What follows belongs to an exercise in optimizing a design on an open flow for small area; a production flow would make more cautious choices.
Function was checked by simulation only, so behaviour that the tests miss may differ from the original.
Power and IR drop assume default switching activity.

==> flow/design.v <==
`timescale 1ns / 1ps
module Contador_Comparador(
	input clk, rst,
	input enable,
	output iguales
	);
reg [12:0] cnt;
wire [12:0] nxt;
assign iguales = cnt[12] & cnt[9] & cnt[8] & cnt[7] & cnt[3];
inc_chain #(13) inc(.q(cnt), .cin(enable & ~iguales), .s(nxt));
always @(posedge rst or posedge clk)
	if (rst) cnt <= 13'd0;
	else cnt <= nxt & ~({13{iguales}} & 13'b1_0011_1000_1000);
endmodule
`timescale 1ns / 1ps
module Debouncer(
	input Clock,
	input Reset,
	input Switch,
	output Sw_Clean
	);
wire Delay_End;
reg c, a, b;
always @(posedge Reset or posedge Clock)
	if (Reset) begin
		c <= 1'b0;
		a <= 1'b0;
		b <= 1'b0;
	end else begin
		c <= c ? ~Delay_End : (b | (a & ~Switch));
		a <= a ^ (c & Delay_End);
		b <= ~c & ~a & ~b & Switch;
	end
assign Sw_Clean = c;
Contador_Comparador CC(.clk(Clock), .rst(Reset), .enable(Switch), .iguales(Delay_End));
endmodule
`timescale 1ns / 1ps
module MaquinaEstados(
	input A,
	input B,
	input clk,
	input reset,
	output step,
	output down
);
reg p, q, r;
wire second = r ? A : B;
always @(posedge clk, posedge reset)
	if (reset) begin
		p <= 1'b0;
		q <= 1'b0;
		r <= 1'b0;
	end else begin
		p <= p ? ~second : (~q & (A ^ B));
		q <= p & second;
		r <= (p | q) ? r : B;
	end
assign step = q;
assign down = r;
endmodule
`timescale 1ns / 1ps
module SumadorRotary #(parameter [11:0] resetValue = 12'd0)(
	input clk,
	input reset,
	input step,
	input down,
	output reg [15:0] result
	);
wire up = step & ~down;
wire dn = step & down;
wire [15:0] s;
add_chain #(16) add(.a(result), .b({{12{up}}, dn, dn, dn, step}), .cin(1'b0), .s(s), .co());
always @(posedge reset or posedge clk)
	if (reset) result <= ~{4'd0, resetValue};
	else result <= s;
endmodule
`timescale 1ns / 1ps
module RotaryEncoders #(parameter [11:0] resetValue = 12'd0)(
	input clk,
	input reset,
	input LeftA,
	input LeftB,
	input RightA,
	input RightB,
	output [15:0] result,	 
	output [15:0] result2,
	output moved		 
	);
wire la, lb, ra, rb;
wire step1, down1, step2, down2;
Debouncer deb1(.Clock(clk), .Reset(reset), .Switch(LeftA), .Sw_Clean(la));
Debouncer deb2(.Clock(clk), .Reset(reset), .Switch(LeftB), .Sw_Clean(lb));
MaquinaEstados maquina1(.A(la), .B(lb), .clk(clk), .reset(reset), .step(step1), .down(down1));
SumadorRotary #(resetValue) sumador(.clk(clk), .reset(reset), .step(step1), .down(down1), .result(result));
Debouncer deb4(.Clock(clk), .Reset(reset), .Switch(RightA), .Sw_Clean(ra));
Debouncer deb3(.Clock(clk), .Reset(reset), .Switch(RightB), .Sw_Clean(rb));
MaquinaEstados maquina2(.A(ra), .B(rb), .clk(clk), .reset(reset), .step(step2), .down(down2));
SumadorRotary #(resetValue) sumador2(.clk(clk), .reset(reset), .step(step2), .down(down2), .result(result2));
assign moved = step1 | step2;
endmodule
`timescale 1ns / 1ps
module clockdiv(
	input wire clk,
	input wire clr,
	output reg dclk
	);
always @(posedge clk or posedge clr)
	if (clr) dclk <= 1'b0;
	else dclk <= ~dclk;
endmodule
`timescale 1ns / 1ps
module vga640x480(
	input wire clk,			 
	input wire pix_en,		 
	input wire moved,		 
	input wire clr,			 
	input [15:0] nposx,		 
	input [15:0] nposy,
	input [15:0] nposx2,
	input [15:0] nposy2,
	output wire hsync,
	output wire vsync,
	output wire [2:0] red,
	output wire [2:0] green,
	output wire [1:0] blue,
	output [3:0] score1,
	output [3:0] score2
	);
reg [10:0] ha;
reg [10:0] va;
wire hend = ~ha[10] & ha[9] & ha[7] & ha[3] & ha[2] & ha[1];		 
wire vend = ~va[10] & va[8] & va[7] & va[6] & va[5] & va[3];		 
wire [10:0] ha_inc, va_inc;
inc_chain #(11) hinc(.q(ha), .cin(pix_en & ~hend), .s(ha_inc));
inc_chain #(11) vinc(.q(va), .cin(pix_en & hend & ~vend), .s(va_inc));
wire hload = pix_en & hend;		 
wire vload = pix_en & hend & vend;	 
always @(posedge clk or posedge clr)
	if (clr) begin
		ha <= -11'sd145;
		va <= -11'sd32;
	end else begin
		ha <= (ha_inc | ({11{hload}} & 11'b101_0110_0001)) & ~({11{hload}} & 11'b000_1000_0000);
		va <= (va_inc | ({11{vload}} & 11'b110_0000_0000)) & ~({11{vload}} & 11'b000_0000_1000);
	end
assign hsync = ~ha[10] | (ha[9] & ha[8] & ha[7] & ha[6] & (ha[5] | ha[4] | (ha[3] & ha[2] & ha[1] & ha[0])));
assign vsync = ~va[10] | va[4] | va[3] | va[2] | va[1];
reg [8:0] ball;
wire [9:0] dh1, dh2, dhb;
wire [8:0] dv1, dv2, dvb;
wire ch1, ch2, chb, cv1, cv2, cvb;
add_chain #(10) sh1(.a(ha[9:0]), .b(nposx[9:0]),  .cin(1'b1), .s(dh1), .co(ch1));
add_chain #(10) sh2(.a(ha[9:0]), .b(nposx2[9:0]), .cin(1'b1), .s(dh2), .co(ch2));
add_chain #(10) shb(.a(ha[9:0]), .b({1'b1, ~ball}), .cin(1'b1), .s(dhb), .co(chb));
add_chain #(9)  sv1(.a(va[8:0]), .b(nposy[8:0]),  .cin(1'b1), .s(dv1), .co(cv1));
add_chain #(9)  sv2(.a(va[8:0]), .b(nposy2[8:0]), .cin(1'b1), .s(dv2), .co(cv2));
add_chain #(9)  svb(.a(va[8:0]), .b(~ball), .cin(1'b1), .s(dvb), .co(cvb));
wire h1 = ~ha[10] & &nposx[15:10]  & ch1 & ~|dh1[9:5] & ~(dh1[4] & (dh1[3] | dh1[2] | (dh1[1] & dh1[0])));
wire h2 = ~ha[10] & &nposx2[15:10] & ch2 & ~|dh2[9:5] & ~(dh2[4] & (dh2[3] | dh2[2] | (dh2[1] & dh2[0])));
wire v1 = ~va[10] & &nposy[15:9]   & cv1 & ~|dv1[8:5] & ~(dv1[4] & (dv1[3] | dv1[2] | (dv1[1] & dv1[0])));
wire v2 = ~va[10] & &nposy2[15:9]  & cv2 & ~|dv2[8:5] & ~(dv2[4] & (dv2[3] | dv2[2] | (dv2[1] & dv2[0])));
wire hb = ~ha[10] & chb & ~|dhb[9:4] & ~(dhb[3] & (dhb[2] | dhb[1] | dhb[0]));
wire vb = ~va[10] & cvb & ~|dvb[8:4] & ~(dvb[3] & (dvb[2] | dvb[1] | dvb[0]));
wire p1 = h1 & v1;
wire p2 = h2 & v2;
wire pb = hb & vb;
reg [7:0] player1_color;
reg [7:0] player2_color;
assign {red, green, blue} = (p1 & p2 & pb) ? 8'b101_110_01 :
                            p1 ? player1_color :
                            p2 ? player2_color :
                            pb ? 8'b001_111_01 : 8'b0;
reg [8:0] random;
wire rend = random[8] & random[7] & random[4];	 
wire [8:0] random_inc;
inc_chain #(9) rinc(.q(random), .cin(pix_en & ~rend), .s(random_inc));
always @(posedge clk or posedge clr)
	if (clr) random <= 9'd0;
	else random <= random_inc & ~({9{pix_en & rend}} & 9'b1_1001_0000);
wire [8:0] cx1, cy1, cx2, cy2;
wire kx1, ky1, kx2, ky2;
add_chain #(9) scx1(.a(ball), .b(nposx[8:0]),  .cin(1'b1), .s(cx1), .co(kx1));
add_chain #(9) scy1(.a(ball), .b(nposy[8:0]),  .cin(1'b1), .s(cy1), .co(ky1));
add_chain #(9) scx2(.a(ball), .b(nposx2[8:0]), .cin(1'b1), .s(cx2), .co(kx2));
add_chain #(9) scy2(.a(ball), .b(nposy2[8:0]), .cin(1'b1), .s(cy2), .co(ky2));
wire in1x = &nposx[15:9]  & kx1 & ~|cx1[8:5] & ~(cx1[4] & (cx1[3] | (cx1[2] & (cx1[1] | cx1[0]))));
wire in1y = &nposy[15:9]  & ky1 & ~|cy1[8:5] & ~(cy1[4] & (cy1[3] | (cy1[2] & (cy1[1] | cy1[0]))));
wire in2x = &nposx2[15:9] & kx2 & ~|cx2[8:5] & ~(cx2[4] & (cx2[3] | (cx2[2] & (cx2[1] | cx2[0]))));
wire in2y = &nposy2[15:9] & ky2 & ~|cy2[8:5] & ~(cy2[4] & (cy2[3] | (cy2[2] & (cy2[1] | cy2[0]))));
reg moved_q;
wire catch1 = moved_q & in1x & in1y;
wire catch2 = moved_q & ~(in1x & in1y) & in2x & in2y;
wire [7:0] c1_inc, c2_inc;
inc_chain #(8) c1i(.q(player1_color), .cin(catch1), .s(c1_inc));
inc_chain #(8) c2i(.q(player2_color), .cin(catch2), .s(c2_inc));
always @(posedge clk or posedge clr)
	if (clr) begin
		moved_q <= 1'b0;
		ball <= 9'd300;
		player1_color <= 8'b11100110;
		player2_color <= 8'b00101011;
	end else begin
		moved_q <= moved;
		if (catch1 | catch2) ball <= random;
		player1_color <= c1_inc;
		player2_color <= c2_inc;
	end
assign score1 = player1_color[3:0] - 4'd6;
assign score2 = player2_color[3:0] - 4'd11;
endmodule
`timescale 1ns / 1ps
module inc_chain #(parameter N = 4)(
	input [N-1:0] q,
	input cin,
	output [N-1:0] s
	);
wire [N:0] c;
assign c[0] = cin;
genvar i;
generate for (i = 0; i < N; i = i + 1) begin : g
	assign s[i] = q[i] ^ c[i];
	assign c[i+1] = q[i] & c[i];
end endgenerate
endmodule
module add_chain #(parameter N = 4)(
	input [N-1:0] a,
	input [N-1:0] b,
	input cin,
	output [N-1:0] s,
	output co
	);
wire [N:0] c;
assign c[0] = cin;
genvar i;
generate for (i = 0; i < N; i = i + 1) begin : g
	assign s[i] = a[i] ^ b[i] ^ c[i];
	assign c[i+1] = (a[i] & b[i]) | (a[i] & c[i]) | (b[i] & c[i]);
end endgenerate
assign co = c[N];
endmodule
`timescale 1ns / 1ps
module Timer(
	input clk, rst,
	output toggle
	);
localparam [17:0] FIRST = 18'h0db34;
localparam [17:0] LAST  = 18'h26c9a;
reg [17:0] lfsr;
assign toggle = (lfsr == LAST);
always @(posedge rst, posedge clk)
	if (rst) lfsr <= FIRST;
	else lfsr <= {lfsr[16:0], lfsr[17] ^ lfsr[10]} ^ {8'd0, toggle, 9'd0};
endmodule
`timescale 1ns / 1ps
module bin_to_hex(
    input w,
    input x,
    input y,
    input z,
    output [6:0] num
    );
		assign num[6]= (~w&~x&~y&z)| (~w&x&~y&~z)| (w&x&~y&z)| (w&~x&y&z);
		assign num[5]= (w&x&y&z)| (w&x&y&~z)| (w&x&~y&~z)| (w&~x&y&z)|(~w&x&y&~z)|(~w&x&~y&z);
		assign num[4]= (~w&~x&y&~z)| (w&x&~y&~z)| (w&x&y);
		assign num[3]= (x&y&z)| (~x&~y&z)| (w&~x&y&~z)| (~w&x&~y&~z);
		assign num[2]= (~w&z)| (~x&~y&z)| (~w&x&~y);
		assign num[1] = (~w&~x&~y&z)| (~w&~x&y&z)| (~w&~x&y&~z)| (~w&x&y&z)| (w&x&~y&z);
		assign num[0]= (~w&~x&~y)| (~w&x&y&z)| (w&x&~y&~z);
endmodule
`timescale 1ns / 1ps
module Display(
	input clk,
	input rst,
	input [3:0] score1,
	input [3:0] score2,
	output [6:0] numOut,
	output [3:0] transistor
	);
wire tggl;
reg [1:0] sw;
Timer dispTimer(.clk(clk), .rst(rst), .toggle(tggl));
always @(posedge rst, posedge clk)
	if (rst) sw <= 2'd0;
	else if (tggl) sw <= sw + 2'd1;
wire [3:0] cur = sw[0] ? (sw[1] ? 4'd1 : 4'd2) : (sw[1] ? score1 : score2);
assign transistor = sw[0] ? (sw[1] ? 4'b1110 : 4'b1011) : (sw[1] ? 4'b1101 : 4'b0111);
bin_to_hex converter(.w(cur[3]), .x(cur[2]), .y(cur[1]), .z(cur[0]), .num(numOut));
endmodule
`timescale 1ns / 1ps
module SuperBallPickupMasterRotaryChampionDeluxe5(
	input LeftA,
	input LeftB,
	input RightA,
	input RightB,
	input LeftA2,
	input LeftB2,
	input RightA2,
	input RightB2,
	input wire clk,			 
	input wire reset,			 
	output wire [6:0] seg,	 
	output wire [3:0] an,	 
	output wire dp,			 
	output wire [2:0] red,	 
	output wire [2:0] green, 
	output wire [1:0] blue,	 
	output wire hsync,		 
	output wire vsync,			 
	output resetOut
	);
assign dp = 1;
wire [15:0] posx, posy, posx2, posy2;
wire moved1, moved2;
wire dclk;
wire [3:0] score1, score2;
RotaryEncoders #(12'd100) rot(.clk(clk), .reset(reset), .LeftA(LeftA), .LeftB(LeftB), .RightA(RightA), .RightB(RightB), .result(posx), .result2(posy), .moved(moved1));
RotaryEncoders #(12'd400) rot2(.clk(clk), .reset(reset), .LeftA(LeftA2), .LeftB(LeftB2), .RightA(RightA2), .RightB(RightB2), .result(posx2), .result2(posy2), .moved(moved2));
clockdiv U1(.clk(clk), .clr(reset), .dclk(dclk));
vga640x480 U3(.clk(clk), .pix_en(~dclk), .moved(moved1 | moved2), .clr(reset), .hsync(hsync), .vsync(vsync),
	.nposx(posx), .nposy(posy), .nposx2(posx2), .nposy2(posy2), .red(red), .green(green), .blue(blue),
	.score1(score1), .score2(score2));
Display outputDisp(.clk(clk), .rst(reset), .score1(score1), .score2(score2), .numOut(seg), .transistor(an));
assign resetOut = reset;
endmodule
==> flow/flow/run.sh <==
#!/bin/bash
# Layout flow: the standard synthesis and layout, with a lighter clock tree
# (small buffers, no dummy loads) and the smallest buffer on the ports.
set -euo pipefail
bash standard.sh synth > synth.log 2>&1
bash standard.sh \
  "CTS_ARGS=-sink_clustering_enable -repair_clock_nets -dont_use_dummy_load -buf_list sky130_fd_sc_hd__clkbuf_4" \
  "BUFFER_PORTS_ARGS=-buffer_cell sky130_fd_sc_hd__buf_1" \
  finish > layout.log 2>&1
==> flow/standard.sh <==
#!/bin/bash
# synth_recipe.tcl (not shown) runs the flow's synth.tcl, then flattens the netlist and writes it again
# the make line also repeats each setting of config.mk as NAME=value (left out here)
make -C /OpenROAD-flow-scripts/flow DESIGN_CONFIG=/design/flow/config.mk WORK_HOME=/design/flow/orfs CLKGATE_MAP_FILE= SYNTH_SCRIPT=/design/flow/synth_recipe.tcl "${@:-finish}"
==> flow/config.mk <==
export PLATFORM = sky130hd
export DESIGN_NAME = SuperBallPickupMasterRotaryChampionDeluxe5
export DESIGN_NICKNAME = SuperBallPickupMasterRotaryChampionDeluxe5
export VERILOG_FILES = /design/flow/design.v
export SDC_FILE = /design/flow/constraint.sdc
export NUM_CORES = 4
export LEC_CHECK = 0
export CAP_MARGIN = 20
export CORE_MARGIN = 2
export CORE_UTILIZATION = 40
export SLEW_MARGIN = 20
==> flow/constraint.sdc <==
create_clock -name core_clock -period 20.0 [get_ports {clk}]
set_input_delay 4.0000 -clock core_clock [delete_from_list [all_inputs] [get_ports {clk}]]
set_output_delay 4.0000 -clock core_clock [all_outputs]
set_load 0.01 [all_outputs]
==> run summary, run 1 <==
- For hold timing, the worst endpoint is outputDisp.dispTimer.lfsr[4].
- The root buffer cell chosen for the clock tree is sky130_fd_sc_hd__clkbuf_4.
- After detailed routing, the number of vias per cell comes to 4.968.
- The arrival time of data at the critical path endpoint is 7.23 ns.
- The violation count after the first detailed-routing iteration is 346.
- Summing the areas of all and, or, nand and nor instances in the mapped netlist gives 9.623% of the synthesized area.
- The largest net degree at the start of global routing is 159.
- The final layout contains routed wiring with a total length of 24.72 mm.
- The number of clock buffers added by TritonCTS is 84.
- The worst hold path belongs to the class reg -> reg.
- Across the routed clock network, the largest skew measured is 0.06984 ns.
- The final layout contains 1,468 nets.
- The number of nets in the synthesized netlist is 1,362.
- The cell depth of the worst flop-to-flop path is 25.
- Along the worst path, the maximum fanout reaches 13.
- A synthesized cell averages 13.88 µm².
- The endpoint identified for the worst register-to-register timing path is U3.player2_color[7].
- The minimum setup slack among reg-to-reg paths is 12.86 ns.
- The initial antenna violation count was 2.
- After synthesis the netlist holds a flip-flop and latch count of 282.
- In the synthesized netlist the async set-or-reset flop fraction comes to 100.0%.
- In this run, post-CTS repair resized a total of 0 instances.
- The floorplan step set the die width to 196.4 µm.
- The cell count after synthesis is 1,067.
- Traced cell by cell, the critical path runs through inv_1 -> ha_1 -> inv_1 -> fa_1 -> fa_1 -> inv_1 -> fa_1 -> inv_1 -> fa_1 -> fa_1 -> fa_1 -> fa_1 -> fa_1 -> fa_1 -> nor4_1 -> and4_1 -> and4_1 -> mux2_2 -> mux2_2 -> buf_1.
- The number of buffers between clock root and the deepest sink is 3.
- The primary flip-flop cell chosen by synthesis mapping is sky130_fd_sc_hd__dfrtp_1.
- By area, the combinational part of the netlist is dominated by adder cells.
- Yosys mapped the design onto 57 distinct sky130hd cell types.
- The number of buffer and inverter instances along the worst setup path is 5.
- The slowest cell on the critical path is sky130_fd_sc_hd__and4_1.
- The filler-free cell count of the finished design is 1,643.
- The multi-input combinational cell area is 7291 µm².
- The count of endpoints failing hold in the final timing report is 0.
- The cell repeated most along the worst path is sky130_fd_sc_hd__fa_1.
- The final weighted congestion in routability-driven placement is 0.7937.
- On the final layout, the worst hold slack is 0.3636 ns.
- The routed layout has 8,163 vias.
- The share of the yosys chip area belonging to registers is 48.40%.
- The worst hold path passes through 0 cells.
- For the finished layout, the period the worst path requires is 11.23 ns.
- The core footprint is 36,520 µm².
- In this run the critical register-to-register path is launched from U3.ball[0].
- The post-CTS clock slew at the launch and capture registers of the worst setup and hold paths is 0.05 ns.
- The average wire per standard cell is 15.05 µm.
- The leakage dissipation is 0.008003 µW.
- Measured along the y axis, the die boundary spans 196.4 µm.
- Setup repair after global routing left no endpoint under its margin.
- The number of failing setup endpoints in the final timing report is 0.
- The netlist area before placement is 14,810 µm².
- The number of global-route vias before repair is 8,875.
- Relative to the synthesized area, the layout overhead comes to 9.040%.
- The number of rows created at floorplan is 70.
- The post-route clock period utilization is 56.14%.
- The clock net in this run drives a total of 282 sinks.
- Once detailed placement completed, the half-perimeter wirelength came to 17.54 mm.
- Global routing used 14.11% of the available tracks across all layers.
- In this run the count of I/O pins placed on the die edge is 33.
- The synthesized-area fraction occupied by ao, oa, aoi and oai cells is 3.717%.
- The number of max-cap violations is 0.
- The achievable frequency is 0.08906 GHz.
- Summed over all failing endpoints, the final setup total negative slack is 0 ns.
- The first global-routing pass estimated 43.64 mm of wire.
- The die area is 38,580 µm².
- The parity-gate share of the synthesized area counting xor and xnor cells is 2.957%.
- The critical path class is reg -> out.
- The adder-cell area share of the yosys netlist is 30.53%.
- The layout has 3,309 filler cells.
- The clock latency on the worst-skew pair is 0.72 ns.
- The pin slew with the least headroom to its limit is 1.032 ns.
- The worst max-slew margin expressed relative to the limit is 30.64%.
- The sequential cell area is 7168 µm².
- Once the floorplan was initialized, standard cells occupied 40.55% of the core.
- The critical path depth in cells is 20.
- The endpoint type of the worst setup path is a primary output.
- The deepest level of the CTS H-tree is 3.
- Port buffering added 31 buffers.
- The global route total overflow is 0.
- In the routed design, unresolved DRC markers number 0.
- The areal power density over the cells is 98.95 nW/µm².
- In the synthesized netlist, mux cells make up 2.264% of the area.
- Cells with a size suffix above 1 make up 18.02% of the layout.
- The iteration count of the initial detailed-routing pass is 5.
- The number of routed nets with antenna violations is 0.
- The worst setup path is launched from a flop.
- The worst voltage drop across the vdd grid is 40.85 µV.
- For the worst setup path, the data required time is 16.00 ns.
- TritonCTS built the clock tree.
- The category of cells accounting for the largest share of critical-path delay is adder cells.
- In this run the post-CTS setup repair buffer count came out at 0.
- Counting flops with a built-in enable in the synthesized netlist gives 0.
- The number of buffers inserted for hold repair after clock tree synthesis is 0.
- The count of warnings emitted by yosys is 9.
- The number of slew-limit violations in the final report came to 0.
- The largest single stage delay on the critical path is 0.58 ns.
- The number of cells in the design after placement is 1,555.
- The startpoint identified for the worst hold timing path is outputDisp.dispTimer.lfsr[3].
- The flow ran to the end and the layout has no timing, DRC or antenna violations.
-- final cells by class --
cell class,instances,share of cell area (%)
clock buffer,84,3.905
antenna,4,0.06199
inverter,81,1.929
tap,468,3.626
timing repair buffer,34,0.9375
sequential,282,44.39
multi-input combinational,690,45.15
-- worst register-to-register path: stages (launching register included) --
cell and delay [ns]:
sky130_fd_sc_hd__dfrtp_1 0.44, sky130_fd_sc_hd__inv_1 0.28, sky130_fd_sc_hd__ha_1 0.25, sky130_fd_sc_hd__fa_1 0.18, sky130_fd_sc_hd__inv_1 0.05, sky130_fd_sc_hd__fa_1 0.41, sky130_fd_sc_hd__inv_1 0.09, sky130_fd_sc_hd__fa_1 0.17
sky130_fd_sc_hd__inv_1 0.06, sky130_fd_sc_hd__fa_1 0.47, sky130_fd_sc_hd__fa_1 0.47, sky130_fd_sc_hd__fa_1 0.46, sky130_fd_sc_hd__fa_1 0.46, sky130_fd_sc_hd__fa_1 0.47, sky130_fd_sc_hd__or4_1 0.50, sky130_fd_sc_hd__nor3_1 0.21
sky130_fd_sc_hd__and4_4 0.28, sky130_fd_sc_hd__and2b_2 0.24, sky130_fd_sc_hd__ha_1 0.20, sky130_fd_sc_hd__ha_1 0.20, sky130_fd_sc_hd__ha_1 0.20, sky130_fd_sc_hd__ha_1 0.20, sky130_fd_sc_hd__ha_1 0.21, sky130_fd_sc_hd__ha_1 0.20
sky130_fd_sc_hd__ha_1 0.20, sky130_fd_sc_hd__xor2_1 0.14
-- layout by cell type (no fill, tap or decap), drive strengths merged, types with 9 or more instances in the layout --
master | netlist | final
a21oi | 20 | 20
nand4 | 11 | 11
a211oi | 9 | 9
fa | 126 | 126
ha | 159 | 159
nor3 | 12 | 12
and2 | 38 | 38
dfrtp | 193 | 193
buf | 4 | 34
dfstp | 89 | 89
inv | 81 | 81
and3 | 26 | 26
xnor2 | 42 | 42
mux2 | 15 | 15
nor2b | 21 | 21
mux2i | 12 | 12
clkbuf | 10 | 84
nor4 | 16 | 16
nand3 | 24 | 24
nand2 | 28 | 28
nor2 | 26 | 26
o21ai | 16 | 16
-- cell usage after synthesis (3+ instances only) --
master                     instances  share of area (%)
sky130_fd_sc_hd__dfrtp_1         193                 33
sky130_fd_sc_hd__a211oi_1          9               0.46
sky130_fd_sc_hd__a21oi_1          20               0.68
sky130_fd_sc_hd__mux2_2            6               0.46
sky130_fd_sc_hd__a22oi_1           4               0.20
sky130_fd_sc_hd__nor4b_1           8               0.47
sky130_fd_sc_hd__nor2b_1          21               0.89
sky130_fd_sc_hd__nand2b_1          6               0.25
sky130_fd_sc_hd__xnor2_1          42                2.5
sky130_fd_sc_hd__ha_1            159                 13
sky130_fd_sc_hd__xor2_1            8               0.47
sky130_fd_sc_hd__or2_2             6               0.25
sky130_fd_sc_hd__o31a_1            5               0.30
sky130_fd_sc_hd__mux2_4            9               0.91
sky130_fd_sc_hd__fa_1            126                 17
sky130_fd_sc_hd__a31oi_1           3               0.13
sky130_fd_sc_hd__nor4_1           15               0.63
sky130_fd_sc_hd__nand4_1          11               0.46
sky130_fd_sc_hd__nand2_1          28               0.71
sky130_fd_sc_hd__a21boi_0          5               0.25
sky130_fd_sc_hd__nor4bb_1          4               0.27
sky130_fd_sc_hd__mux2i_1          11               0.74
sky130_fd_sc_hd__nor3_1           12               0.41
sky130_fd_sc_hd__and3_1           26                1.1
sky130_fd_sc_hd__clkbuf_1         10               0.25
sky130_fd_sc_hd__o22ai_1           6               0.25
sky130_fd_sc_hd__and2_1           37                1.6
sky130_fd_sc_hd__and4_1            4               0.24
sky130_fd_sc_hd__inv_1            79                2.0
sky130_fd_sc_hd__o21ai_0          16               0.54
sky130_fd_sc_hd__dfstp_2          89                 16
sky130_fd_sc_hd__or4_1             6               0.30
sky130_fd_sc_hd__nand3_1          24               0.81
sky130_fd_sc_hd__o31ai_1           3               0.15
sky130_fd_sc_hd__nor2_1           26               0.66
-- layer usage --
| metal | routed length [µm] | share of wire (%) | global-route usage [%] | vias to the layer above |
|---|---|---|---|---|
| met4 | 478 | 1.9 | 5.247 | 0 |
| met2 | 11390 | 46 | 21.92 | 141 |
| li1 | - | - | - | 3863 |
| met3 | 1185 | 4.8 | 3.953 | 49 |
| met5 | 0 | 0 | 0 | - |
| met1 | 11670 | 47 | 18.95 | 4110 |
-- state kept, by name (all words and copies together), names as in the netlist, 2 cells and up --
signal / count
U3.ball: 9
U3.ha: 11
U3.player1_color: 8
U3.player2_color: 8
U3.random: 9
U3.va: 11
outputDisp.dispTimer.lfsr: 18
outputDisp.sw: 2
rot.deb1.CC.cnt: 13
rot.deb2.CC.cnt: 13
rot.deb3.CC.cnt: 13
rot.deb4.CC.cnt: 13
rot.sumador.result: 16
rot.sumador2.result: 16
rot2.deb1.CC.cnt: 13
rot2.deb2.CC.cnt: 13
rot2.deb3.CC.cnt: 13
rot2.deb4.CC.cnt: 13
rot2.sumador.result: 16
rot2.sumador2.result: 16
-- stage by stage --
stage          power (µW)  worst slack (ns)  instance area, µm²  utilization (%)
3_3_place_gp         1192             9.579               15510            42.46
4_1_cts              1640             8.643               16140            44.19
5_1_grt              1750             8.351               16150            44.21
3_5_place_dp         1219             9.503               15510            42.46
2_1_floorplan        1102             8.368               14810                -
6_report             1598             8.772               16150            44.21
-- report_power, final --
| group | total [µW] | internal, µW | switching, µW | leakage (µW) |
|---|---|---|---|---|
| logic | 344 | 169 | 175 | 0.00420 |
| registers | 857 | 743 | 114 | 0.00342 |
| clock network | 397 | 189 | 208 | 0.000386 |
-- logic make-up after synthesis --
logic type | Yosys count
AO/OA/AOI/OAI | 84
XOR/XNOR | 50
buffers and inverters | 95
flip-flops | 282
other | 1
AND/OR/NAND/NOR | 242
multiplexers | 27
adder cells (fa/ha/maj) | 286
-- how the worst max path moves through the flow --
stage / startpoint / endpoint / slack (ns)
after floorplan: reset / U1.dclk / 8.37
final: U3.ha[0] / green[0] / 8.77
after global routing: U3.ha[0] / green[0] / 8.35
after CTS: U3.ha[0] / green[0] / 8.64
after global placement: U3.ha[0] / green[0] / 9.58
after detailed placement: U3.ha[0] / green[0] / 9.50
==> run 2: changes to the inputs <==
--- a/flow/design.v
+++ b/flow/design.v
@@ -5,11 +5,11 @@
 	output iguales
 	);
-reg [12:0] cnt;
-wire [12:0] nxt;
-assign iguales = cnt[12] & cnt[9] & cnt[8] & cnt[7] & cnt[3];
-inc_chain #(13) inc(.q(cnt), .cin(enable & ~iguales), .s(nxt));
+localparam [12:0] FIRST = 13'h0310;
+localparam [10:0] LAST  = 11'h388;
+reg [12:0] lfsr;
+assign iguales = (lfsr[10:0] == LAST);
 always @(posedge rst or posedge clk)
-	if (rst) cnt <= 13'd0;
-	else cnt <= nxt & ~({13{iguales}} & 13'b1_0011_1000_1000);
+	if (rst) lfsr <= FIRST;
+	else if (enable | iguales) lfsr <= {lfsr[11:0], lfsr[12] ^ lfsr[2]} ^ {2'b0, iguales, 10'd0};
 endmodule
 `timescale 1ns / 1ps
@@ -50,10 +50,10 @@
 		p <= 1'b0;
 		q <= 1'b0;
-		r <= 1'b0;
 	end else begin
 		p <= p ? ~second : (~q & (A ^ B));
 		q <= p & second;
-		r <= (p | q) ? r : B;
 	end
+always @(posedge clk)
+	r <= (p | q) ? r : B;
 assign step = q;
 assign down = r;
@@ -127,23 +127,25 @@
 	output [3:0] score2
 	);
-reg [10:0] ha;
-reg [10:0] va;
-wire hend = ~ha[10] & ha[9] & ha[7] & ha[3] & ha[2] & ha[1];		 
-wire vend = ~va[10] & va[8] & va[7] & va[6] & va[5] & va[3];		 
-wire [10:0] ha_inc, va_inc;
-inc_chain #(11) hinc(.q(ha), .cin(pix_en & ~hend), .s(ha_inc));
-inc_chain #(11) vinc(.q(va), .cin(pix_en & hend & ~vend), .s(va_inc));
+reg [9:0] ha;
+reg [9:0] va;
+wire hneg = ha[9] & ha[8];
+wire vneg = va[9];
+wire hend = ha[9] & ~ha[8] & ha[7] & ha[3] & ha[2] & ha[1];		 
+wire vend = ~va[9] & va[8] & va[7] & va[6] & va[5] & va[3];		 
+wire [9:0] ha_inc, va_inc;
+inc_chain #(10) hinc(.q(ha), .cin(pix_en & ~hend), .s(ha_inc));
+inc_chain #(10) vinc(.q(va), .cin(pix_en & hend & ~vend), .s(va_inc));
 wire hload = pix_en & hend;		 
 wire vload = pix_en & hend & vend;	 
 always @(posedge clk or posedge clr)
 	if (clr) begin
-		ha <= -11'sd145;
-		va <= -11'sd32;
+		ha <= 10'd879;
+		va <= 10'd992;
 	end else begin
-		ha <= (ha_inc | ({11{hload}} & 11'b101_0110_0001)) & ~({11{hload}} & 11'b000_1000_0000);
-		va <= (va_inc | ({11{vload}} & 11'b110_0000_0000)) & ~({11{vload}} & 11'b000_0000_1000);
+		ha <= (ha_inc | ({10{hload}} & 10'b01_0110_0001)) & ~({10{hload}} & 10'b00_1000_0000);
+		va <= (va_inc | ({10{vload}} & 10'b10_0000_0000)) & ~({10{vload}} & 10'b00_0000_1000);
 	end
-assign hsync = ~ha[10] | (ha[9] & ha[8] & ha[7] & ha[6] & (ha[5] | ha[4] | (ha[3] & ha[2] & ha[1] & ha[0])));
-assign vsync = ~va[10] | va[4] | va[3] | va[2] | va[1];
+assign hsync = ~hneg | (ha[7] & ha[6] & (ha[5] | ha[4] | (ha[3] & ha[2] & ha[1] & ha[0])));
+assign vsync = ~vneg | va[4] | va[3] | va[2] | va[1];
 reg [8:0] ball;
 wire [9:0] dh1, dh2, dhb;
@@ -156,10 +158,10 @@
 add_chain #(9)  sv2(.a(va[8:0]), .b(nposy2[8:0]), .cin(1'b1), .s(dv2), .co(cv2));
 add_chain #(9)  svb(.a(va[8:0]), .b(~ball), .cin(1'b1), .s(dvb), .co(cvb));
-wire h1 = ~ha[10] & &nposx[15:10]  & ch1 & ~|dh1[9:5] & ~(dh1[4] & (dh1[3] | dh1[2] | (dh1[1] & dh1[0])));
-wire h2 = ~ha[10] & &nposx2[15:10] & ch2 & ~|dh2[9:5] & ~(dh2[4] & (dh2[3] | dh2[2] | (dh2[1] & dh2[0])));
-wire v1 = ~va[10] & &nposy[15:9]   & cv1 & ~|dv1[8:5] & ~(dv1[4] & (dv1[3] | dv1[2] | (dv1[1] & dv1[0])));
-wire v2 = ~va[10] & &nposy2[15:9]  & cv2 & ~|dv2[8:5] & ~(dv2[4] & (dv2[3] | dv2[2] | (dv2[1] & dv2[0])));
-wire hb = ~ha[10] & chb & ~|dhb[9:4] & ~(dhb[3] & (dhb[2] | dhb[1] | dhb[0]));
-wire vb = ~va[10] & cvb & ~|dvb[8:4] & ~(dvb[3] & (dvb[2] | dvb[1] | dvb[0]));
+wire h1 = ~hneg & &nposx[15:10]  & ch1 & ~|dh1[9:5] & ~(dh1[4] & (dh1[3] | dh1[2] | (dh1[1] & dh1[0])));
+wire h2 = ~hneg & &nposx2[15:10] & ch2 & ~|dh2[9:5] & ~(dh2[4] & (dh2[3] | dh2[2] | (dh2[1] & dh2[0])));
+wire v1 = ~vneg & &nposy[15:9]   & cv1 & ~|dv1[8:5] & ~(dv1[4] & (dv1[3] | dv1[2] | (dv1[1] & dv1[0])));
+wire v2 = ~vneg & &nposy2[15:9]  & cv2 & ~|dv2[8:5] & ~(dv2[4] & (dv2[3] | dv2[2] | (dv2[1] & dv2[0])));
+wire hb = ~hneg & chb & ~|dhb[9:4] & ~(dhb[3] & (dhb[2] | dhb[1] | dhb[0]));
+wire vb = ~vneg & cvb & ~|dvb[8:4] & ~(dvb[3] & (dvb[2] | dvb[1] | dvb[0]));
 wire p1 = h1 & v1;
 wire p2 = h2 & v2;
==> flow/flow/run.sh (replaced) <==
#!/bin/bash
# Layout flow: the standard synthesis and layout (standard.sh), with a
# lighter clock tree (clkbuf_4 leaf buffers driving about 7 flip-flops each,
# no dummy loads) and the smallest buffer (buf_1) on the input and output ports.
# Each step's full output goes to its own log here (synth.log, layout.log),
# besides ORFS's per-step logs under orfs/logs.
set -euo pipefail
bash standard.sh synth > synth.log 2>&1
bash standard.sh \
  "CTS_ARGS=-sink_clustering_enable -repair_clock_nets -dont_use_dummy_load -buf_list sky130_fd_sc_hd__clkbuf_4 -sink_clustering_size 7 -sink_clustering_max_diameter 60" \
  "BUFFER_PORTS_ARGS=-buffer_cell sky130_fd_sc_hd__buf_1" \
  finish > layout.log 2>&1
==> run summary, run 2 <==
- Compared with the post-synthesis result, the final layout area differs by 6.997%.
- Headroom to the max-slew limit came out at 34.69%.
- For the finished layout, the period the worst path requires is 11.08 ns.
- Of all nets on the critical path, the largest fanout is 15.
- The number of max-cap violations is 0.
- For this run, the detailed router's first-pass iteration total came to 4.
- The setup skew after layout is 0.07987 ns.
- During synthesis, Yosys emitted a total of 9 warnings.
- By count the netlist is led by 165 x sky130_fd_sc_hd__dfrtp_1, 126 x sky130_fd_sc_hd__fa_1, 111 x sky130_fd_sc_hd__dfstp_2, 86 x sky130_fd_sc_hd__nand2_1, 77 x sky130_fd_sc_hd__mux2_2.
- Walking the worst path, the cells encountered are inv_1 -> ha_1 -> inv_1 -> fa_1 -> fa_1 -> inv_1 -> fa_1 -> inv_1 -> fa_1 -> fa_1 -> fa_1 -> fa_1 -> fa_1 -> fa_1 -> nor4_1 -> and4_1 -> and4_1 -> mux2i_1 -> o221a_2 -> buf_1.
- The number of flip-flops in the largest register is 18.
- Across the VDD grid, the largest voltage drop is 55.88 µV.
- The root buffer selected by CTS is sky130_fd_sc_hd__clkbuf_4.
- The netlist area before placement is 14,660 µm².
- The endpoint of the worst-slack reg-to-reg timing path is U3.player2_color[7].
- The endpoint type of the worst setup path is a primary output.
- The end point of the most critical hold path is outputDisp.dispTimer.lfsr[12].
- The smallest setup slack after layout is 8.920 ns.
- At the worst endpoint, the required time is 16.00 ns.
- Once detail routing completed, the nets flagged for antenna violations numbered 0.
- Yosys attributes the largest share of cell area to sky130_fd_sc_hd__dfrtp_1 28%, sky130_fd_sc_hd__dfstp_2 20%, sky130_fd_sc_hd__fa_1 17%.
- The most common cell in the synthesized netlist is sky130_fd_sc_hd__dfrtp_1.
- The core footprint is 36,350 µm².
- In the final routed layout, each cell accounts on average for 15.68 µm.
- Leaving out fill and tap cells, the most frequent cells in the layout are 165 x sky130_fd_sc_hd__dfrtp_1, 126 x sky130_fd_sc_hd__fa_1, 111 x sky130_fd_sc_hd__dfstp_2, 86 x sky130_fd_sc_hd__nand2_1, 77 x sky130_fd_sc_hd__mux2_2.
- STA puts the critical path data arrival time at 7.08 ns.
- The via count is 8,157.
- The top cell type by area accounts for 28.16% of the synthesized area.
- The distinct cell type count after synthesis is 64.
- After legalization and detailed placement, the total HPWL measured 17.70 mm.
- The number of global-route vias before repair is 8,915.
- The tree built by TritonCTS fans out to 280 sinks.
- The largest net degree at the start of global routing is 147.
- Once the clock tree was built, the setup fixing pass inserted 0 buffers.
- The number of slew-limit violations in the final report is 0.
- The number of cells on the worst hold path is 0.
- The post-route clock period utilization is 55.40%.
- The TritonCTS clock tree is yes.
- Prior to clock tree synthesis, the placed netlist has a worst setup slack of 9.566 ns.
- The violation count after the first detailed-routing iteration is 333.
- The initial antenna violation count is 1.
- The number of failing setup endpoints in the final timing report is 0.
- The wire length of the first global-routing pass is 44.04 mm.
- The number of nets in the synthesized netlist is 1,279.
- The deepest level of the CTS H-tree is 2.
- Counting tap cells, the placed design contains a total of 1,569 instances.
- The average via count per standard cell is 5.041.
- The largest single stage delay on the critical path is 0.61 ns.
- The leakage dissipation is 0.007215 µW.
- The critical path class is reg -> out.
- The total wirelength of the detailed-routed design is 25.37 mm.
- The cell repeated most along the worst path is sky130_fd_sc_hd__fa_1.
- The count of endpoints failing hold in the final timing report is 0.
- In this run the core area contains 70 standard-cell rows.
- Timing would allow up to 0.09025 GHz.
- The die area is 38,200 µm².
- The post-CTS clock slew at the launch and capture registers of the worst setup and hold paths is 0.07 ns.
- The smallest hold slack is 0.3663 ns.
- Once the floorplan was initialized, standard cells occupied 40.34% of the core.
- The final routed DRC violation total is 0.
- At the later pin of the worst-skew pair, clock insertion delay measures 0.75 ns.
- The primary flip-flop cell chosen by synthesis mapping is sky130_fd_sc_hd__dfrtp_1.
- For this design, the slowest cell found on the critical path is sky130_fd_sc_hd__and4_1.
- Setup repair after global routing left no endpoint under its margin.
- The clock buffer count from CTS is 47.
- The synthesized design contains 280 register bits.
- The overall die width is 195.5 µm.
- After synthesis, flip-flops and latches occupy 48.87% of the total area.
- The worst setup path startpoint is U3.ha[0].
- For this design the top-level I/O count stands at 33.
- The register with the most flip-flops in the final layout is outputDisp.dispTimer.lfsr.
- The post-cts sizing count is 0.
- Leaving out fill and tap cells, the most frequent cell in the layout is sky130_fd_sc_hd__dfrtp_1.
- The minimum setup slack among reg-to-reg paths is 13.12 ns.
- Power comes to 1528 µW.
- The average cell area after synthesis is 13.54 µm².
- The post-route netlist has 24.22% of its cells at a drive strength greater than 1.
- Dividing total power by cell area gives a power density of 97.41 nW/µm².
- The element type at the critical path start is a flop.
- After technology mapping, the gate count stands at 1,083.
- The startpoint identified for the worst hold timing path is outputDisp.dispTimer.lfsr[11].
- The final layout contains 1,346 nets.
- The synthesized design contains 4 enable-type register cells.
- The biggest area consumer among synthesized cells is sky130_fd_sc_hd__dfrtp_1.
- Counting along the longest clock path gives a buffer depth of 3.
- The global route total overflow is 0.
- The y dimension of the die is 195.5 µm.
- In this run, post-CTS hold repair placed 0 buffers.
- The run finished with no timing, DRC or antenna violations.
- The final weighted congestion in routability-driven placement is 0.8224.
- The pin slew with the least headroom to its limit is 0.9752 ns.
- The filler-free cell count of the finished design is 1,618.
- The startpoint identified for the worst register-to-register timing path is U3.ball[0].
- Input and output buffers added on the ports amount to 31.
- The worst register-to-register path has a depth of 25.
- Counting flops with an async set or reset pin after synthesis yields a share of 98.57%.
- After routing, the total negative slack on setup checks comes to 0 ns.
- The worst hold path class is reg -> reg.
- In the global route stage, overall resource usage came out at 14.34%.
## run 2: logic make-up after synthesis
family                   count (synthesis)  synth area share [%]
buffers and inverters                   91                 2.517
other                                    1               0.02557
flip-flops                             280                 48.87
adder cells (fa/ha/maj)                186                 22.32
AND/OR/NAND/NOR                        281                 11.17
multiplexers                           107                 8.166
XOR/XNOR                                49                 2.927
AO/OA/AOI/OAI                           88                 4.002
## run 2: through the flow
stage / area, µm² / util (%)
3_3_place_gp: 15330 / 42.17
3_5_place_dp: 15330 / 42.17
4_1_cts: 15680 / 43.14
6_report: 15690 / 43.16
2_1_floorplan: 14660 / -
5_1_grt: 15690 / 43.16
## run 2: worst max path at each step
stage | cells past startpoint | end | slack [ns]
final | 20 | green[0] | 8.92
after global routing | 20 | green[0] | 8.51
after CTS | 20 | green[0] | 8.75
after detailed placement | 20 | green[0] | 9.57
after global placement | 20 | green[0] | 9.69
after floorplan | 1 | U1.dclk | 8.57
## run 2: worst max-delay path, delay by kind of cell, from the launching register on
| family | cells | cell delay, ns |
|---|---|---|
| multiplexers | 1 | 0.27 |
| AO/OA/AOI/OAI | 1 | 0.20 |
| AND/OR/NAND/NOR | 3 | 1.12 |
| flip-flops | 1 | 0.38 |
| adder cells (fa/ha/maj) | 10 | 3.96 |
| buffers and inverters | 5 | 0.44 |
## run 2: layout make-up
| cell class | count | area (µm²) |
|---|---|---|
| fillers | 3338 | 20660 |
| diodes | 2 | 5.005 |
| multi-input cells | 712 | 7143 |
| inverters | 76 | 292.8 |
| flip-flops and latches | 280 | 7166 |
| well taps | 468 | 585.6 |
| clock buffers | 47 | 352.8 |
| repair buffers | 33 | 143.9 |
## run 2: layer usage
layer  routed length, µm  vias up  GRT usage (%)  share of wire [%]
li1                    -     3865              -                  -
met1               11780     4116          18.67                 46
met2               11780      131          23.32                 46
met3                1158       45          3.333                4.6
met4                 655        0          5.626                2.6
met5                   0        -              0                  0
## run 2: power breakdown
group	internal [µW]	switching, µW
Combinational	183	181
Clock	108	191
Sequential	740	125
==> run 3: changes to the inputs <==
--- a/flow/design.v
+++ b/flow/design.v
@@ -131,6 +131,6 @@
 wire hneg = ha[9] & ha[8];
 wire vneg = va[9];
-wire hend = ha[9] & ~ha[8] & ha[7] & ha[3] & ha[2] & ha[1];		 
-wire vend = ~va[9] & va[8] & va[7] & va[6] & va[5] & va[3];		 
+wire hend = ha[9] & ~ha[8] & ha[7] & ha[3] & ha[2] & ha[1] & ha[0];	 
+wire vend = ~va[9] & va[8] & va[7] & va[6] & va[5] & va[3] & va[0];	 
 wire [9:0] ha_inc, va_inc;
 inc_chain #(10) hinc(.q(ha), .cin(pix_en & ~hend), .s(ha_inc));
@@ -140,22 +140,22 @@
 always @(posedge clk or posedge clr)
 	if (clr) begin
-		ha <= 10'd879;
-		va <= 10'd992;
+		ha <= 10'd880;
+		va <= 10'd993;
 	end else begin
-		ha <= (ha_inc | ({10{hload}} & 10'b01_0110_0001)) & ~({10{hload}} & 10'b00_1000_0000);
+		ha <= (ha_inc | ({10{hload}} & 10'b01_0111_0000)) & ~({10{hload}} & 10'b00_1000_1111);
 		va <= (va_inc | ({10{vload}} & 10'b10_0000_0000)) & ~({10{vload}} & 10'b00_0000_1000);
 	end
-assign hsync = ~hneg | (ha[7] & ha[6] & (ha[5] | ha[4] | (ha[3] & ha[2] & ha[1] & ha[0])));
-assign vsync = ~vneg | va[4] | va[3] | va[2] | va[1];
+assign hsync = ~hneg | (ha[7] & ha[6] & (ha[5] | ha[4]));
+assign vsync = ~vneg | va[4] | va[3] | va[2] | ~(va[1] ^ va[0]);
 reg [8:0] ball;
 wire [9:0] dh1, dh2, dhb;
 wire [8:0] dv1, dv2, dvb;
 wire ch1, ch2, chb, cv1, cv2, cvb;
-add_chain #(10) sh1(.a(ha[9:0]), .b(nposx[9:0]),  .cin(1'b1), .s(dh1), .co(ch1));
-add_chain #(10) sh2(.a(ha[9:0]), .b(nposx2[9:0]), .cin(1'b1), .s(dh2), .co(ch2));
-add_chain #(10) shb(.a(ha[9:0]), .b({1'b1, ~ball}), .cin(1'b1), .s(dhb), .co(chb));
-add_chain #(9)  sv1(.a(va[8:0]), .b(nposy[8:0]),  .cin(1'b1), .s(dv1), .co(cv1));
-add_chain #(9)  sv2(.a(va[8:0]), .b(nposy2[8:0]), .cin(1'b1), .s(dv2), .co(cv2));
-add_chain #(9)  svb(.a(va[8:0]), .b(~ball), .cin(1'b1), .s(dvb), .co(cvb));
+add_chain #(10) sh1(.a(ha[9:0]), .b(nposx[9:0]),  .cin(1'b0), .s(dh1), .co(ch1));
+add_chain #(10) sh2(.a(ha[9:0]), .b(nposx2[9:0]), .cin(1'b0), .s(dh2), .co(ch2));
+add_chain #(10) shb(.a(ha[9:0]), .b({1'b1, ~ball}), .cin(1'b0), .s(dhb), .co(chb));
+add_chain #(9)  sv1(.a(va[8:0]), .b(nposy[8:0]),  .cin(1'b0), .s(dv1), .co(cv1));
+add_chain #(9)  sv2(.a(va[8:0]), .b(nposy2[8:0]), .cin(1'b0), .s(dv2), .co(cv2));
+add_chain #(9)  svb(.a(va[8:0]), .b(~ball), .cin(1'b0), .s(dvb), .co(cvb));
 wire h1 = ~hneg & &nposx[15:10]  & ch1 & ~|dh1[9:5] & ~(dh1[4] & (dh1[3] | dh1[2] | (dh1[1] & dh1[0])));
 wire h2 = ~hneg & &nposx2[15:10] & ch2 & ~|dh2[9:5] & ~(dh2[4] & (dh2[3] | dh2[2] | (dh2[1] & dh2[0])));
==> run summary, run 3 <==
- The number of gates resized after CTS was 0.
- The register share of total power is 57.4%.
- The y dimension of the die is 194.8 µm.
- The biggest area consumer among synthesized cells is sky130_fd_sc_hd__dfrtp_1.
- The share of the yosys chip area belonging to registers is 49.21%.
- The core footprint is 35,740 µm².
- The distinct cell type count after synthesis is 58.
- The sequential cell area is 7163 µm².
- In the synthesized netlist, the cells that appear most often are 167 x sky130_fd_sc_hd__dfrtp_1, 126 x sky130_fd_sc_hd__fa_1, 109 x sky130_fd_sc_hd__dfstp_2, 91 x sky130_fd_sc_hd__nand2_1, 81 x sky130_fd_sc_hd__mux2_2.
- The iteration count of the initial detailed-routing pass is 4.
- The most instantiated library cell after synthesis is sky130_fd_sc_hd__dfrtp_1.
- The switching power is 508.6 µW.
- Counting the fill cells in the layout gives 3,293.
- The count of endpoints failing hold in the final timing report is 0.
- The register with the most flip-flops is outputDisp.dispTimer.lfsr.
- Counting the buffers created by CTS gives 47.
- The worst max-slew margin expressed relative to the limit is 31.20%.
- The critical path goes through ha_1 -> fa_1 -> fa_1 -> inv_1 -> fa_1 -> inv_1 -> fa_1 -> fa_1 -> fa_1 -> fa_1 -> fa_1 -> fa_1 -> nor4_1 -> nand4_1 -> or4_1 -> a21oi_1 -> a22o_1 -> buf_1.
- The wire length of the first global-routing pass is 44.64 mm.
- The number of cells on the worst hold path is 0.
- The leakage dissipation is 0.007124 µW.
- The most frequent standard cell in the layout excluding fill and tap cells is sky130_fd_sc_hd__dfrtp_1.
- The arrival time of data at the critical path endpoint is 6.98 ns.
- The overall die width is 194.8 µm.
- In the final routed layout, each cell accounts on average for 15.87 µm.
- The global routing met2 resource utilization is 22.74%.
- The total negative setup slack is 0 ns.
- The category of cells accounting for the largest share of critical-path delay is adder cells.
- TritonCTS built the clock tree.
- The synthesized design contains 280 register bits.
- The number of placed instances, taps included, is 1,564.
- The combinational share of power is 23.4%.
- VDD sags by at most 34.29 µV.
- For the worst setup path, the data required time is 16.00 ns.
- The critical path depth in cells is 18.
- The number of failing setup endpoints in the final timing report is 0.
- Setup repair after global routing left no endpoint under its margin.
- In this run the tool buffered the top-level ports with 31 buffer cells.
- The net count of the finished layout is 1,347.
- The largest individual stage delay along the critical path comes from the cell sky130_fd_sc_hd__or4_1.
- Among all flip-flop cells after synthesis, the most frequent one is sky130_fd_sc_hd__dfrtp_1.
- The initial antenna violation count came to 2.
- The cell repeated most along the worst path is sky130_fd_sc_hd__fa_1.
- The root buffer selected by CTS is sky130_fd_sc_hd__clkbuf_4.
- Power comes to 1561 µW.
- The number of max-cap violations is 0.
- After clock tree synthesis, the setup repair step added 0 buffers.
- The clock network power share is 19.2%.
- The largest single stage delay on the critical path is 0.60 ns.
- For this run, global-route usage on met3 was measured as 3.245%.
- Global routing used 19.73% of the available met1 tracks.
- In the global route stage, overall resource usage came out at 14.46%.
- The final routed DRC violation total is 0.
- For the finished layout, the period the worst path requires is 10.98 ns.
- Of the available clock period, the critical path in the final layout requires 54.90%.
- The die covers 37,930 µm².
- At the pin with the least slew margin, the transition time is 1.027 ns.
- The setup skew after layout is 0.08093 ns.
- Ranked by total cell area, the synthesized netlist is headed by sky130_fd_sc_hd__dfrtp_1 29%, sky130_fd_sc_hd__dfstp_2 20%, sky130_fd_sc_hd__fa_1 17%.
- The top cell type by area accounts for 28.71% of the synthesized area.
- The critical path is of the reg -> out type.
- The synthesized design contains 4 enable-type register cells.
- Summing all multi-input logic gate instances after layout gives 7062 µm².
- The H-tree was split into 2 levels.
- Pin placement for this block handled 33 I/O pins.
- The global routing stage identified its most utilized layer as met2.
- The element type at the critical path start is a flop.
- The number of buffers inserted for hold repair after clock tree synthesis is 0.
- The number of nets in the synthesized netlist is 1,279.
- The global route total overflow is 0.
- The detail route stage leaves a number of antenna-violating nets equal to 0.
- The average via count per standard cell is 5.142.
- The sum of net half-perimeters after detailed placement is 18.14 mm.
- The number of slew-limit violations in the final report is 0.
- The areal power density over the cells is 100.1 nW/µm².
- For this block, the routed nets add up to 25.61 mm of wire.
- The net switching share of the total power is 32.58%.
- In the layout the commonest cells are 167 x sky130_fd_sc_hd__dfrtp_1, 126 x sky130_fd_sc_hd__fa_1, 109 x sky130_fd_sc_hd__dfstp_2, 91 x sky130_fd_sc_hd__nand2_1, 81 x sky130_fd_sc_hd__mux2_2.
- The internal power component is 1052 µW.
- The worst hold path class is reg -> reg.
- The average cell area after synthesis is 13.43 µm².
- The clock passes through at most 3 buffers.
- The area growth from synthesis to layout is 7.135%.
- The number of buffers and inverters on the critical path is 3.
- The smallest hold slack is 0.3516 ns.
- The async set-or-reset flop fraction in the synthesized netlist is 98.57%.
- The post-CTS clock slew at the launch and capture registers of the worst setup and hold paths is 0.08 ns.
- The largest net degree at the start of global routing is 158.
- After synthesis the cells add up to 14,560 µm².
- The share of post-route cells with drive strength above 1 is 23.22%.
- After the first detailed-routing iteration, the DRC count stood at 360.
- For this run, the top clock speed supported by timing is 0.09107 GHz.
- The number of global-route vias before repair came to 8,788.
- The filler-free cell count of the finished design is 1,614.
- The cell depth of the worst flop-to-flop path is 25.
- The final weighted congestion in routability-driven placement is 0.8096.
- The highest fanout seen on the critical path is 6.
- The count of warnings emitted by yosys is 9.
- The initial core utilization is 40.73%.
- The via count is 8,299.
- The run finished with no timing, DRC or antenna violations.
- The clock latency on the worst-skew pair is 0.76 ns.
- The endpoint type of the worst setup path is a primary output.
- Counting every sink on the clock net gives 280.
- The finished cells cover 15,600 µm².
- Summing all placed instances gives a cell area of 15,230 µm².
- The number of flip-flops in the largest register is 18.
- In this run the core area contains 69 standard-cell rows.
- The cell count after synthesis is 1,084.
run 3: cell count changes after synthesis, sizes merged, moves of 4 or more:
| cell | before | now |
|---|---|---|
| and4 | 7 | 1 |
| buf | 9 | 3 |
| clkbuf | 6 | 12 |
| o21ai | 22 | 16 |
| nand2 | 86 | 91 |
| a21bo | 0 | 4 |
| nand2b | 6 | 2 |
run 3: stage by stage:
stage               util (%)  setup slack, ns
global route           43.63            8.459
floorplan                  -            8.572
CTS                    43.61            8.914
finish                 43.63            9.019
global placement       42.62            9.778
detailed placement     42.62            9.738
run 3: power groups by stage:
stage	combinational [µW]	clock, µW	sequential, µW
4_1_cts	375	324	897
3_3_place_gp	358	0	902
5_1_grt	434	346	920
6_report	366	300	896
2_1_floorplan	299	0	857
3_5_place_dp	374	0	906
run 3: routing by layer:
metal	share of wire [%]	routed length, µm
met5	0	0
met4	2.9	733
met2	46	11840
met1	46	11900
met3	4.4	1131
run 3: area by class of cell:
| type | count | share of cell area [%] |
|---|---|---|
| antenna | 3 | 0.04814 |
| clock buffer | 47 | 2.263 |
| inverter | 73 | 1.805 |
| multi-input combinational | 716 | 45.28 |
| sequential | 280 | 45.93 |
| tap | 461 | 3.699 |
| timing repair buffer | 34 | 0.9708 |
run 3: logic make-up (layout without fill, tap and decap cells):
group,after synthesis,after routing,synth area share [%]
flops,280,280,49.21
simple gates,280,280,10.38
fa+ha+maj,185,185,22.40
mux,106,106,8.097
compound gates,93,93,4.470
buf+inv,88,154,2.347
xor+xnor,51,51,3.069
other cells,1,4,0.02576
run 3: worst paths after layout:
kind,startpoint,to,slack [ns]
worst min register to register,outputDisp.dispTimer.lfsr[11],outputDisp.dispTimer.lfsr[12],0.35
worst max-delay path,U3.ha[0],blue[1],9.02
worst min-delay path,outputDisp.dispTimer.lfsr[11],outputDisp.dispTimer.lfsr[12],0.35
max in group asynchronous,reset,rot2.deb3.CC.lfsr[7],15.26
worst max register to register,U3.ball[0],U3.player2_color[7],13.00
min in group asynchronous,reset,U3.random[3],3.48
==> run 4: changes to the inputs <==
--- a/flow/design.v
+++ b/flow/design.v
@@ -55,5 +55,5 @@
 	end
 always @(posedge clk)
-	r <= (p | q) ? r : B;
+	r <= p ? r : B;
 assign step = q;
 assign down = r;
==> run summary, run 4 <==
- The run finished with no timing, DRC or antenna violations.
- The register with the most flip-flops is outputDisp.dispTimer.lfsr.
- The leakage dissipation is 0.007125 µW.
- The wire length of the first global-routing pass is 45.07 mm.
- The routed design uses 1.023 mm of met3 wire.
- The fill cell total of the finished layout is 3,290.
- In this run, the number of DRC markers left after iteration 0 of detailed routing was 424.
- The average cell area after synthesis is 13.48 µm².
- Setup repair after global routing left no endpoint under its margin.
- The worst max-slew margin expressed relative to the limit is 36.40%.
- The total negative setup slack is 0 ns.
- Yosys instantiated no cell more often than sky130_fd_sc_hd__dfrtp_1.
- The routed length on met1 is 11.85 mm.
- The average wire per standard cell is 15.94 µm.
- The register with the most flip-flops in the layout has 18 of them.
- In the synthesized netlist the dominant register cell turns out to be sky130_fd_sc_hd__dfrtp_1.
- The number of buffers between clock root and the deepest sink is 3.
- The final critical path takes up 55.00% of the cycle.
- The post-cts sizing count is 0.
- The initial core utilization is 40.79%.
- The number of global-route vias before repair is 8,760.
- The number of failing setup endpoints in the final timing report is 0.
- The top cell types in the final layout, fill and taps aside, are 167 x sky130_fd_sc_hd__dfrtp_1, 126 x sky130_fd_sc_hd__fa_1, 109 x sky130_fd_sc_hd__dfstp_2, 85 x sky130_fd_sc_hd__nand2_1, 83 x sky130_fd_sc_hd__mux2_2.
- After detailed routing, the met2 layer carries 12.26 mm of wire.
- The cell count after synthesis is 1,079.
- For the worst setup path, the data arrival time is 7.00 ns.
- The die covers 37,900 µm².
- The final weighted congestion in routability-driven placement is 0.8100.
- The areal power density over the cells is 99.83 nW/µm².
- The number of nets in the layout is 1,342.
- For this design, the CTS-stage hold fixing added 0 buffers.
- The y dimension of the die is 194.7 µm.
- The worst setup path is of the reg -> out kind.
- The post-CTS clock slew at the launch and capture registers of the worst setup and hold paths is 0.07 ns.
- The most frequent standard cell in the layout excluding fill and tap cells is sky130_fd_sc_hd__dfrtp_1.
- The total wirelength of the detailed-routed design is 25.62 mm.
- Of the cells placed in the final design, the portion with a size suffix greater than 1 is 23.49%.
- The number of cells on the worst hold path is 0.
- The clock buffer count from CTS is 46.
- The clock period could shrink to 11.00 ns.
- The number of storage elements in the synthesis netlist is 280.
- The worst voltage drop across the vdd grid is 37.47 µV.
- The highest metal layer carrying signal wires in the routed design is met4.
- For this run, design rule violations remaining after detail routing come to 0.
- Yosys printed 9 warnings.
- The number of routed nets with antenna violations is 0.
- Once routing completed, OpenROAD measured the worst setup slack at 9.000 ns.
- In this run the number of H-tree levels came out at 2.
- The area growth from synthesis to layout is 7.054%.
- The core footprint is 35,660 µm².
- The cell sitting at the root of the clock tree is a sky130_fd_sc_hd__clkbuf_4.
- The number of rows created at floorplan is 69.
- Synthesis produced a netlist with a net count of 1,274.
- The number of setup buffers added after CTS is 0.
- The initial antenna violation count is 1.
- Detailed placement ended at an HPWL of 18.39 mm.
- The biggest area consumer among synthesized cells is sky130_fd_sc_hd__dfrtp_1.
- The tool flagged a number of max-cap violations equal to 0.
- STA classifies the critical path startpoint as a flop.
- The iteration count of the initial detailed-routing pass is 4.
- The share of the synthesized area in the top cell type is 28.73%.
- After synthesis, the cell types taking the most area are sky130_fd_sc_hd__dfrtp_1 29%, sky130_fd_sc_hd__dfstp_2 20%, sky130_fd_sc_hd__fa_1 17%.
- The overall die width is 194.7 µm.
- The worst setup slack before clock tree synthesis is 9.651 ns.
- After synthesis the cells add up to 14,540 µm².
- Entering global routing, the biggest net connects 136 pins.
- The highest fanout seen on the critical path is 6.
- The count of endpoints failing hold in the final timing report is 0.
- The TritonCTS clock tree is yes.
- The worst hold path class is reg -> reg.
- In the synthesized netlist the async set-or-reset flop fraction comes to 98.57%.
- The via count is 8,244.
- The number of slew-limit violations in the final report is 0.
- The pin slew with the least headroom to its limit is 0.9540 ns.
- Measured in cells, the most critical reg-to-reg path has a length of 25.
- After detailed routing, the number of vias per cell comes to 5.130.
- The setup skew after layout is 0.09471 ns.
- The distinct cell type count after synthesis is 59.
- During I/O placement, the number of pins put on the boundary was 33.
- The number of enable flip-flop cells after synthesis is 4.
- For this run the aggregate overflow at the end of global routing stands at 0.
- The later pin in the worst-skew pair is clocked with a latency of 0.69 ns.
- For this run, the top clock speed supported by timing is 0.09091 GHz.
- After synthesis, flip-flops and latches occupy 49.25% of the total area.
- The worst setup path is captured at a primary output.
- Sorting the synthesized cells by how often they occur yields 167 x sky130_fd_sc_hd__dfrtp_1, 126 x sky130_fd_sc_hd__fa_1, 109 x sky130_fd_sc_hd__dfstp_2, 85 x sky130_fd_sc_hd__nand2_1, 83 x sky130_fd_sc_hd__mux2_2.
- Data on the critical path is required at its endpoint by 16.00 ns.
- The clock net in this run drives a total of 280 sinks.
- In the global route stage, overall resource usage came out at 14.57%.
- The count of input and output buffers is 31.
## run 4: report_power, final
group | switching, µW | total, µW | internal [µW]
Sequential | 137 | 890 | 753
Combinational | 178 | 370 | 192
Clock | 189 | 294 | 106
Total | 504 | 1550 | 1050
## run 4: per-layer routing
layer  GRT usage, %  vias to the layer above
met5              0                        -
met4          3.932                        0
met3          2.638                       48
met2          23.78                      132
met1          20.11                     4216
li1               -                     3848
## run 4: cell type report
class / instances / area (µm²) / share of cell area, %
timing repair buffer: 35 / 146.4 / 0.9402
sequential: 280 / 7163 / 46.01
tap: 461 / 576.8 / 3.705
multi-input combinational: 707 / 7039 / 45.21
clock buffer: 46 / 345.3 / 2.218
antenna: 1 / 2.502 / 0.01607
inverter: 77 / 296.5 / 1.905
## run 4: final timing paths
kind                       slack [ns]                           from                            end
setup / recovery                 9.00                       U3.ha[0]                         red[1]
hold / removal                   0.36  outputDisp.dispTimer.lfsr[14]  outputDisp.dispTimer.lfsr[15]
setup reg to reg                13.08                     U3.ball[0]            U3.player2_color[7]
hold reg to reg                  0.36  outputDisp.dispTimer.lfsr[14]  outputDisp.dispTimer.lfsr[15]
max in group asynchronous       14.90                          reset                     rot.deb4.a
min in group asynchronous        3.56                          reset          rot.sumador.result[6]
## run 4: critical path: stages (launching register included)
cell and delay (ns):
sky130_fd_sc_hd__dfrtp_1 0.46, sky130_fd_sc_hd__ha_1 0.26, sky130_fd_sc_hd__fa_1 0.45, sky130_fd_sc_hd__fa_1 0.42
sky130_fd_sc_hd__inv_1 0.08, sky130_fd_sc_hd__fa_1 0.17, sky130_fd_sc_hd__inv_1 0.05, sky130_fd_sc_hd__fa_1 0.44
sky130_fd_sc_hd__fa_1 0.46, sky130_fd_sc_hd__fa_1 0.46, sky130_fd_sc_hd__fa_1 0.47, sky130_fd_sc_hd__fa_1 0.47
sky130_fd_sc_hd__fa_1 0.49, sky130_fd_sc_hd__nor4_1 0.34, sky130_fd_sc_hd__nand4_1 0.25, sky130_fd_sc_hd__or4_1 0.61
sky130_fd_sc_hd__a21oi_1 0.22, sky130_fd_sc_hd__a22o_1 0.16, sky130_fd_sc_hd__buf_1 0.15
## run 4: metrics by stage
stage / power [µW] / util (%) / hold slack (ns) / cells / cell area [µm²]
4_1_cts: 1580 / 43.65 / 0.3668 / 1606 / 15560
3_3_place_gp: 1255 / 42.68 / 0.3542 / 1560 / 15220
2_1_floorplan: 1155 / - / 0.3466 / 1079 / 14540
3_5_place_dp: 1277 / 42.68 / 0.3549 / 1560 / 15220
6_report: 1554 / 43.67 / 0.3641 / 1607 / 15570
5_1_grt: 1693 / 43.67 / 0.3706 / 1607 / 15570
## run 4: cells by family (layout without fill, tap and decap cells)
family                   Yosys count  in the layout  synth area share (%)
flip-flops                       280            280                 49.25
XOR/XNOR                          51             51                 3.071
other                              1              2               0.02578
AO/OA/AOI/OAI                     92             92                 4.542
buffers and inverters             92            158                 2.452
multiplexers                     108            108                 8.259
AND/OR/NAND/NOR                  270            270                 9.980
adder cells (fa/ha/maj)          185            185                 22.42

==> static timing again, ports no longer ideal <==
In the flow no input, the clock included, has a driving cell. The finished layouts below were timed again as built, in two steps. Step 1 sets driving cells, clkbuf_16 on the clock port and buf_2 on the other inputs (assumed; they add their load-dependent delay and slew). Step 2, shift: input delay + t, output delay - t, t = (earliest + latest rising clock arrival at the registers) / 2. This alone moves slack from input paths to output paths. Slacks: ideal / step 1 / step 2; pairs: ideal / step 1.
| run | shift t [ns] | setup slack, ns | hold slack, ns | worst setup path after step 2 | worst register clock-pin slew, ns |
|---|---|---|---|---|---|
| run 1 | 0.742 | 8.772 / 8.722 / 9.464 | 0.364 / 0.364 / 0.364 | register to output | 0.06 / 0.06 |
| run 2 | 0.746 | 8.920 / 8.876 / 9.621 | 0.366 / 0.366 / 0.366 | register to output | 0.09 / 0.09 |
| run 3 | 0.766 | 9.019 / 8.976 / 9.742 | 0.352 / 0.352 / 0.352 | register to output | 0.09 / 0.09 |
| run 4 | 0.684 | 9.000 / 8.955 / 9.640 | 0.364 / 0.364 / 0.364 | register to output | 0.10 / 0.10 |
After both steps setup and hold are still met in every run listed.
